This design comes from an exercise in tuning for small area, a short achievable clock period and few clock cycles per item on the open sky130 flow, not from production work.
Where RTL was checked, it was by simulation tests only, not by an equivalence proof against the original.

Setup of 12-26:
==> flow/design.v <==
module grn_step (input logic [68:0] v, output logic [68:0] y);
assign y[0] = v[40];
assign y[1] = v[40] & ~ v[32];
assign y[2] = v[35] & ~ (v[36] | v[6]);
assign y[3] = ((v[50] | v[33]) & v[36]) & ~ v[2];
assign y[4] = ~ (v[20] & 0);
assign y[5] = (v[48] | v[31]) & ~ (v[33] | v[36]);
assign y[6] = (v[7] | v[8]) & ~ v[21];
assign y[7] = v[17] & ~ (v[10] | v[32]);
assign y[8] = v[13] & ~ (v[21] | v[32]);
assign y[9] = v[46] & ~ v[47];
assign y[10] = v[31];
assign y[11] = v[42] & v[52];
assign y[12] = (v[4] | v[48] | v[26]) & ~ v[20];
assign y[13] = v[30];
assign y[14] = v[34];
assign y[15] = v[28];
assign y[16] = v[64];
assign y[17] = v[52] | v[16];
assign y[18] = v[15];
assign y[19] = v[59];
assign y[20] = ~ (v[14] | v[2]);
assign y[21] = (v[31] | v[48]) & ~ v[43];
assign y[22] = ~ v[23];
assign y[23] = (v[2] | (v[42] & v[52]));
assign y[24] = v[19] & ~ v[49];
assign y[25] = v[1] | v[29];
assign y[26] = ((v[4] | v[15]) & v[25]) & ~ v[20];
assign y[27] = (v[33] & v[2]) & ~ (v[20] | v[0]);
assign y[28] = v[38] | v[40];
assign y[29] = v[9] | v[51] | v[52];
assign y[30] = (v[3] | v[50] | v[9]) & ~ v[5];
assign y[31] = ~ v[22];
assign y[32] = (v[33] | v[44]) & ~ (v[20] | v[6]);
assign y[33] = (v[37] | v[25] | v[0]) & ~ v[27];
assign y[34] = v[11];
assign y[35] = (v[14] | v[39]) & ~ v[37];
assign y[36] = v[9] & ~ v[2];
assign y[37] = v[33] & ~ (v[31] | v[26]);
assign y[38] = v[9] | v[39];
assign y[39] = v[14] | v[19];
assign y[40] = v[52] & ~ v[41];
assign y[41] = v[31] | v[48];
assign y[42] = v[47];
assign y[43] = v[30];
assign y[44] = v[51] & ~ v[26];
assign y[45] = v[44] | v[31];
assign y[46] = v[33] | v[17];
assign y[47] = v[15] | v[52];
assign y[48] = v[24];
assign y[49] = v[48];
assign y[50] = v[7] & ~ v[5];
assign y[51] = v[57] & ~ v[45];
assign y[52] = v[54];
assign y[53] = (v[62] | v[65]) & ~ v[59];
assign y[54] = v[58];
assign y[55] = v[60] & ~ (v[63] | v[57]);
assign y[56] = (v[61] | v[63]) & ~ (v[62] | v[57] | v[60]);
assign y[57] = v[53];
assign y[58] = (v[63] | v[66]) & ~ v[62];
assign y[59] = v[58] | v[65] | v[31];
assign y[60] = v[65] | v[55];
assign y[61] = v[65] | v[58];
assign y[62] = v[53] | v[55];
assign y[63] = v[56] | v[64];
assign y[64] = v[63] & ~ v[57];
assign y[65] = (v[66] | v[54]) & ~ v[62];
assign y[66] = v[31];
assign y[67] = (v[18] & v[12]) & ~ (v[32] | v[6]);
assign y[68] = v[6];
endmodule
module grn_farm #(
	parameter VECTOR_SIZE = 69,
	parameter LS          = 2,          
	parameter LK          = 1,          
	parameter G           = 6,          
	parameter CL          = 4           
) (
	input  logic                   clk,
	input  logic                   rst,
	input  logic                   in_valid,
	input  logic [VECTOR_SIZE-1:0] in_conf,
	output logic                   in_ready,
	output logic                   out_valid,
	output logic [VECTOR_SIZE-1:0] out_conf,
	output logic [31:0]            out_transient,
	output logic [31:0]            out_length
);
localparam int S  = 1 << LS;
localparam int K  = 1 << LK;
localparam int LU = LS + LK;
localparam int CW = 32 - LU;             
localparam int CH = CW - CL;             
localparam int EW = 1 + (K - 1) * G;     
localparam logic [1:0] P_EMPTY = 2'd0;
localparam logic [1:0] P_ONE   = 2'd1;     
localparam logic [1:0] P_TWO   = 2'd2;     
localparam logic [1:0] P_DONE  = 2'd3;
logic [1:0]             ph [S];
logic [VECTOR_SIZE-1:0] A  [S];
logic [VECTOR_SIZE-1:0] B  [S];
logic [VECTOR_SIZE-1:0] C  [S];
logic [EW-1:0]          E  [S];     
logic [CL-1:0]          c1 [S];
logic [CL-1:0]          c2 [S];
logic                   own[S];     
logic                   rs [S];     
logic [LU-1:0]          u1 [S];
logic [LU-1:0]          dd [S];     
logic                   bw [S];     
logic                   fresh;      
logic                   busy;
logic [CH-1:0]          h1, h2;
logic                   tk_r, o1_r, o2_r;
logic [1:0]             ph_n [S];
logic [VECTOR_SIZE-1:0] A_n  [S];
logic [VECTOR_SIZE-1:0] B_n  [S];
logic [EW-1:0]          E_n  [S];
logic [LU-1:0]          u1_n [S];
logic [LU-1:0]          dd_n [S];
logic                   bw_n [S];
logic inc1, inc2, ov1, ov2, take, again;
assign inc1  = (ph_n[0] == P_ONE) && !fresh;
assign inc2  = (ph_n[0] == P_TWO);
assign ov1   = inc1 && (&c1[0]);
assign ov2   = inc2 && (&c2[0]);
assign take  = (ov1 || ov2) && !own[0] && !busy;
assign again = (ov1 || ov2) && !own[0] && busy;
genvar s, q;
generate
	for (s = 0; s < S; s = s + 1) begin : gen_stage
		localparam int SP = (s + S - 1) % S;    
		logic [VECTOR_SIZE-1:0] a  [K+1];
		logic [VECTOR_SIZE-1:0] b  [K+1];
		logic [VECTOR_SIZE-1:0] bh [K];
		assign a[0] = A[s];
		assign b[0] = B[s];
		for (q = 0; q < K; q = q + 1) begin : gen_sub
			grn_step step_a  (.v(a[q]),  .y(a[q+1]));
			grn_step step_b1 (.v(b[q]),  .y(bh[q]));
			grn_step step_b2 (.v(bh[q]), .y(b[q+1]));
			if (q == 0) begin : g_first
				if (s == 0) begin : g_s0
					assign E_n[s][0] = (a[0] == b[0]) && !fresh;
				end else begin : g_sn
					assign E_n[s][0] = (a[0] == b[0]);
				end
			end else begin : g_late
				genvar g;
				for (g = 0; g < G; g = g + 1) begin : gen_grp
					localparam int LO = g * VECTOR_SIZE / G;
					localparam int HI = (g + 1) * VECTOR_SIZE / G - 1;
					assign E_n[s][1 + (q - 1) * G + g] = (a[q][HI:LO] == b[q][HI:LO]);
				end
			end
		end
		assign A_n[s] = a[K];
		assign B_n[s] = b[K];
		logic [K-1:0] meet;
		assign meet[0] = E[s][0];
		for (q = 1; q < K; q = q + 1) begin : gen_meet
			assign meet[q] = &E[s][1 + (q - 1) * G +: G];
		end
		always_comb begin
			logic [1:0] p;
			p       = ph[s];
			u1_n[s] = u1[s];
			dd_n[s] = dd[s];
			bw_n[s] = bw[s];
			for (int k = 0; k < K; k = k + 1) begin
				if (meet[k] && p == P_TWO) begin
					p       = P_DONE;
					dd_n[s] = LU'(K*SP + k) - u1_n[s];
					bw_n[s] = LU'(K*SP + k) < u1_n[s];
				end
				if (meet[k] && p == P_ONE) begin
					p       = P_TWO;
					u1_n[s] = LU'(K*SP + k);
				end
			end
			ph_n[s] = p;
		end
		if (s < S - 1) begin : g_pass
			always_ff @(posedge clk) begin
				if (rst) ph[s+1] <= P_EMPTY;
				else     ph[s+1] <= ph_n[s];
				A[s+1]  <= A_n[s];
				B[s+1]  <= B_n[s];
				C[s+1]  <= C[s];
				E[s+1]  <= E_n[s];
				if (s == 0) begin
					c1[s+1]  <= c1[s] + CL'(inc1);
					c2[s+1]  <= c2[s] + CL'(inc2);
					own[s+1] <= own[s] || take;
					rs[s+1]  <= rs[s] || again;
				end else begin
					c1[s+1]  <= c1[s];
					c2[s+1]  <= c2[s];
					own[s+1] <= own[s];
					rs[s+1]  <= rs[s];
				end
				u1[s+1] <= u1_n[s];
				dd[s+1] <= dd_n[s];
				bw[s+1] <= bw_n[s];
			end
		end
	end
endgenerate
logic [1:0] ph_ahead;
always_comb begin
	ph_ahead = ph_n[S-2];
	if (E_n[S-2][0] && ph_ahead == P_TWO)      ph_ahead = P_DONE;
	else if (E_n[S-2][0] && ph_ahead == P_ONE) ph_ahead = P_TWO;
end
logic free, restart, load;
logic [VECTOR_SIZE-1:0] new_conf;
assign in_ready = free;
assign load     = free || restart;
assign new_conf = restart ? C[S-1] : in_conf;
logic [CW-1:0] len_hi, len_dec;
assign len_hi  = {own[S-1] ? h2 : {CH{1'b0}}, c2[S-1]};
assign len_dec = len_hi - 1'b1;
always_ff @(posedge clk) begin
	if (rst) begin
		free      <= 1'b1;
		restart   <= 1'b0;
		busy      <= 1'b0;
		ph[0]     <= P_EMPTY;
		out_valid <= 1'b0;
	end else begin
		free      <= (ph_ahead == P_EMPTY) || (ph_ahead == P_DONE && !rs[S-2]);
		restart   <= (ph_ahead != P_EMPTY) && rs[S-2];
		busy      <= take || (busy && !(free && own[S-1] && ph_n[S-1] == P_DONE));
		ph[0]     <= load ? ((restart || in_valid) ? P_ONE : P_EMPTY) : ph_n[S-1];
		out_valid <= free && (ph_n[S-1] == P_DONE);
	end
	if (rst) begin
		tk_r <= 1'b0;
		o1_r <= 1'b0;
		o2_r <= 1'b0;
	end else begin
		tk_r <= take;
		o1_r <= ov1 && (take || own[0]);
		o2_r <= ov2 && (take || own[0]);
	end
	if (tk_r) begin
		h1 <= CH'(o1_r);
		h2 <= CH'(o2_r);
	end else begin
		h1 <= h1 + CH'(o1_r);
		h2 <= h2 + CH'(o2_r);
	end
	fresh <= load;
	if (load) begin
		A[0]   <= new_conf;
		B[0]   <= new_conf;
		C[0]   <= new_conf;
		E[0]   <= '0;
		c1[0]  <= '0;
		c2[0]  <= '0;
		own[0] <= 1'b0;
		rs[0]  <= 1'b0;
	end else begin
		A[0]   <= A_n[S-1];
		B[0]   <= B_n[S-1];
		C[0]   <= C[S-1];
		E[0]   <= E_n[S-1];
		c1[0]  <= c1[S-1];
		c2[0]  <= c2[S-1];
		own[0] <= own[S-1];
		rs[0]  <= rs[S-1];
	end
	u1[0] <= u1_n[S-1];
	dd[0] <= dd_n[S-1];
	bw[0] <= bw_n[S-1];
	out_conf      <= C[S-1];
	out_transient <= {own[S-1] ? h1 : {CH{1'b0}}, c1[S-1], u1_n[S-1]};
	out_length    <= {bw_n[S-1] ? len_dec : len_hi, dd_n[S-1]};
end
endmodule
clock: 5.0 ns
lec_check: 0
cap_margin: 20
core_margin: 2
core_utilization: 45
cts_cluster_diameter: 80
cts_cluster_size: 25
place_density: 0.7
setup_slack_margin: 2.9
slew_margin: 20
run.sh (not shown) runs the stock make flow with config.mk's settings and CLKGATE_MAP_FILE= SYNTH_SCRIPT=/design/flow/synth_recipe.tcl, a recipe that flattens the netlist after the stock synthesis.
Testbench counts of 12-26, summed over its fixed seeds: cycles 6,150, items 1,280.
[inputs] 12-28 vs 12-26
--- a/flow/design.v
+++ b/flow/design.v
@@ -183,13 +183,14 @@
 		if (s < S - 1) begin : g_pass
 			always_ff @(posedge clk) begin
 				if (rst) ph[s+1] <= P_EMPTY;
 				else     ph[s+1] <= ph_n[s];
 				A[s+1]  <= A_n[s];
 				B[s+1]  <= B_n[s];
-				C[s+1]  <= C[s];
+				if (s == 0) C[s+1] <= fresh ? A[s] : C[s];
+				else        C[s+1] <= C[s];
 				E[s+1]  <= E_n[s];
 				if (s == 0) begin
 					c1[s+1]  <= c1[s] + CL'(inc1);
 					c2[s+1]  <= c2[s] + CL'(inc2);
 					own[s+1] <= own[s] || take;
 					rs[s+1]  <= rs[s] || again;
@@ -212,12 +213,13 @@
 	if (E_n[S-2][0] && ph_ahead == P_TWO)      ph_ahead = P_DONE;
 	else if (E_n[S-2][0] && ph_ahead == P_ONE) ph_ahead = P_TWO;
 end
 logic free, restart, load;
 logic [VECTOR_SIZE-1:0] new_conf;
 assign in_ready = free;
+assign out_conf = C[0];
 assign load     = free || restart;
 assign new_conf = restart ? C[S-1] : in_conf;
 logic [CW-1:0] len_hi, len_dec;
 assign len_hi  = {own[S-1] ? h2 : {CH{1'b0}}, c2[S-1]};
 assign len_dec = len_hi - 1'b1;
 always_ff @(posedge clk) begin
@@ -251,30 +253,28 @@
 		h2 <= h2 + CH'(o2_r);
 	end
 	fresh <= load;
 	if (load) begin
 		A[0]   <= new_conf;
 		B[0]   <= new_conf;
-		C[0]   <= new_conf;
 		E[0]   <= '0;
 		c1[0]  <= '0;
 		c2[0]  <= '0;
 		own[0] <= 1'b0;
 		rs[0]  <= 1'b0;
 	end else begin
 		A[0]   <= A_n[S-1];
 		B[0]   <= B_n[S-1];
-		C[0]   <= C[S-1];
 		E[0]   <= E_n[S-1];
 		c1[0]  <= c1[S-1];
 		c2[0]  <= c2[S-1];
 		own[0] <= own[S-1];
 		rs[0]  <= rs[S-1];
 	end
+	C[0]  <= C[S-1];
 	u1[0] <= u1_n[S-1];
 	dd[0] <= dd_n[S-1];
 	bw[0] <= bw_n[S-1];
-	out_conf      <= C[S-1];
 	out_transient <= {own[S-1] ? h1 : {CH{1'b0}}, c1[S-1], u1_n[S-1]};
 	out_length    <= {bw_n[S-1] ? len_dec : len_hi, dd_n[S-1]};
 end
 endmodule
==> run notes <==
- On 12-28: share of final layout cell area taken by non-clock buffers is 1.1 points higher than what 12-26 gave.
- Higher final cell count goes to 12-26 over 12-28.
- In 12-28 the share of layout cells above drive strength 1 turned out 4.4 points higher than in 12-26.
- On post-synthesis share of cell area spent on full adders, half adders and majority gates, 12-28 and 12-26 are basically level.
- Going from 12-26 to 12-28, the clock skew after layout was found to have gone up by 0.0058 ns.
- Per the comparison of 12-28 with 12-26, area overhead of the layout relative to synthesis has increased, routability congestion estimate has decreased, count of flip-flops and latches has decreased.
- Summary: with 12-26 as the reference, maximum clock frequency in 12-28 moved down slightly.
- Required time at the endpoint of the critical path sits higher in 12-28 than in 12-26.
- Run comparison: 12-26 classification of the worst setup path flop to output port; 12-28 classification of the worst setup path flop to flop
- Between 12-28 and 12-26, it is 12-28 whose number of clock sinks seen by CTS is lower, by 69.
- Relative to 12-26, number of buffers created by CTS has gone down in 12-28.
For 12-28, only the layout was checked, not whether the RTL still works.

afterwards: timing with drivers on the ports:
The results above use ideal ports. As a check the final layouts listed here were re-extracted and re-timed, cells and wires unchanged. Step 1 (the two cells are an assumption about what drives the block):
set clk [get_ports {clk}]
set_driving_cell -lib_cell sky130_fd_sc_hd__clkbuf_16 $clk
set_driving_cell -lib_cell sky130_fd_sc_hd__buf_2 [delete_from_list [all_inputs] $clk]
Step 2 times the ports against the registers' clock, not the clock port: input delays grow and output delays shrink by t, the midpoint of the rising clock arrivals with the driver on. Three values: ideal, step 1, step 2; two values: the first two.
run	shift t [ns]	setup WS [ns]	worst hold slack (ns)	worst slew at a driven data input, ns
12-26	0.746	2.725 / 2.651 / 2.395	0.326 / 0.326 / 0.326	0.08
12-28	0.741	2.682 / 2.682 / 2.369	0.323 / 0.323 / 0.323	0.07
After both steps setup and hold are still met in every run listed. For 12-26, which loses most, drivers alone change the setup slack by -0.074 ns; drivers and shift together by -0.330 ns.
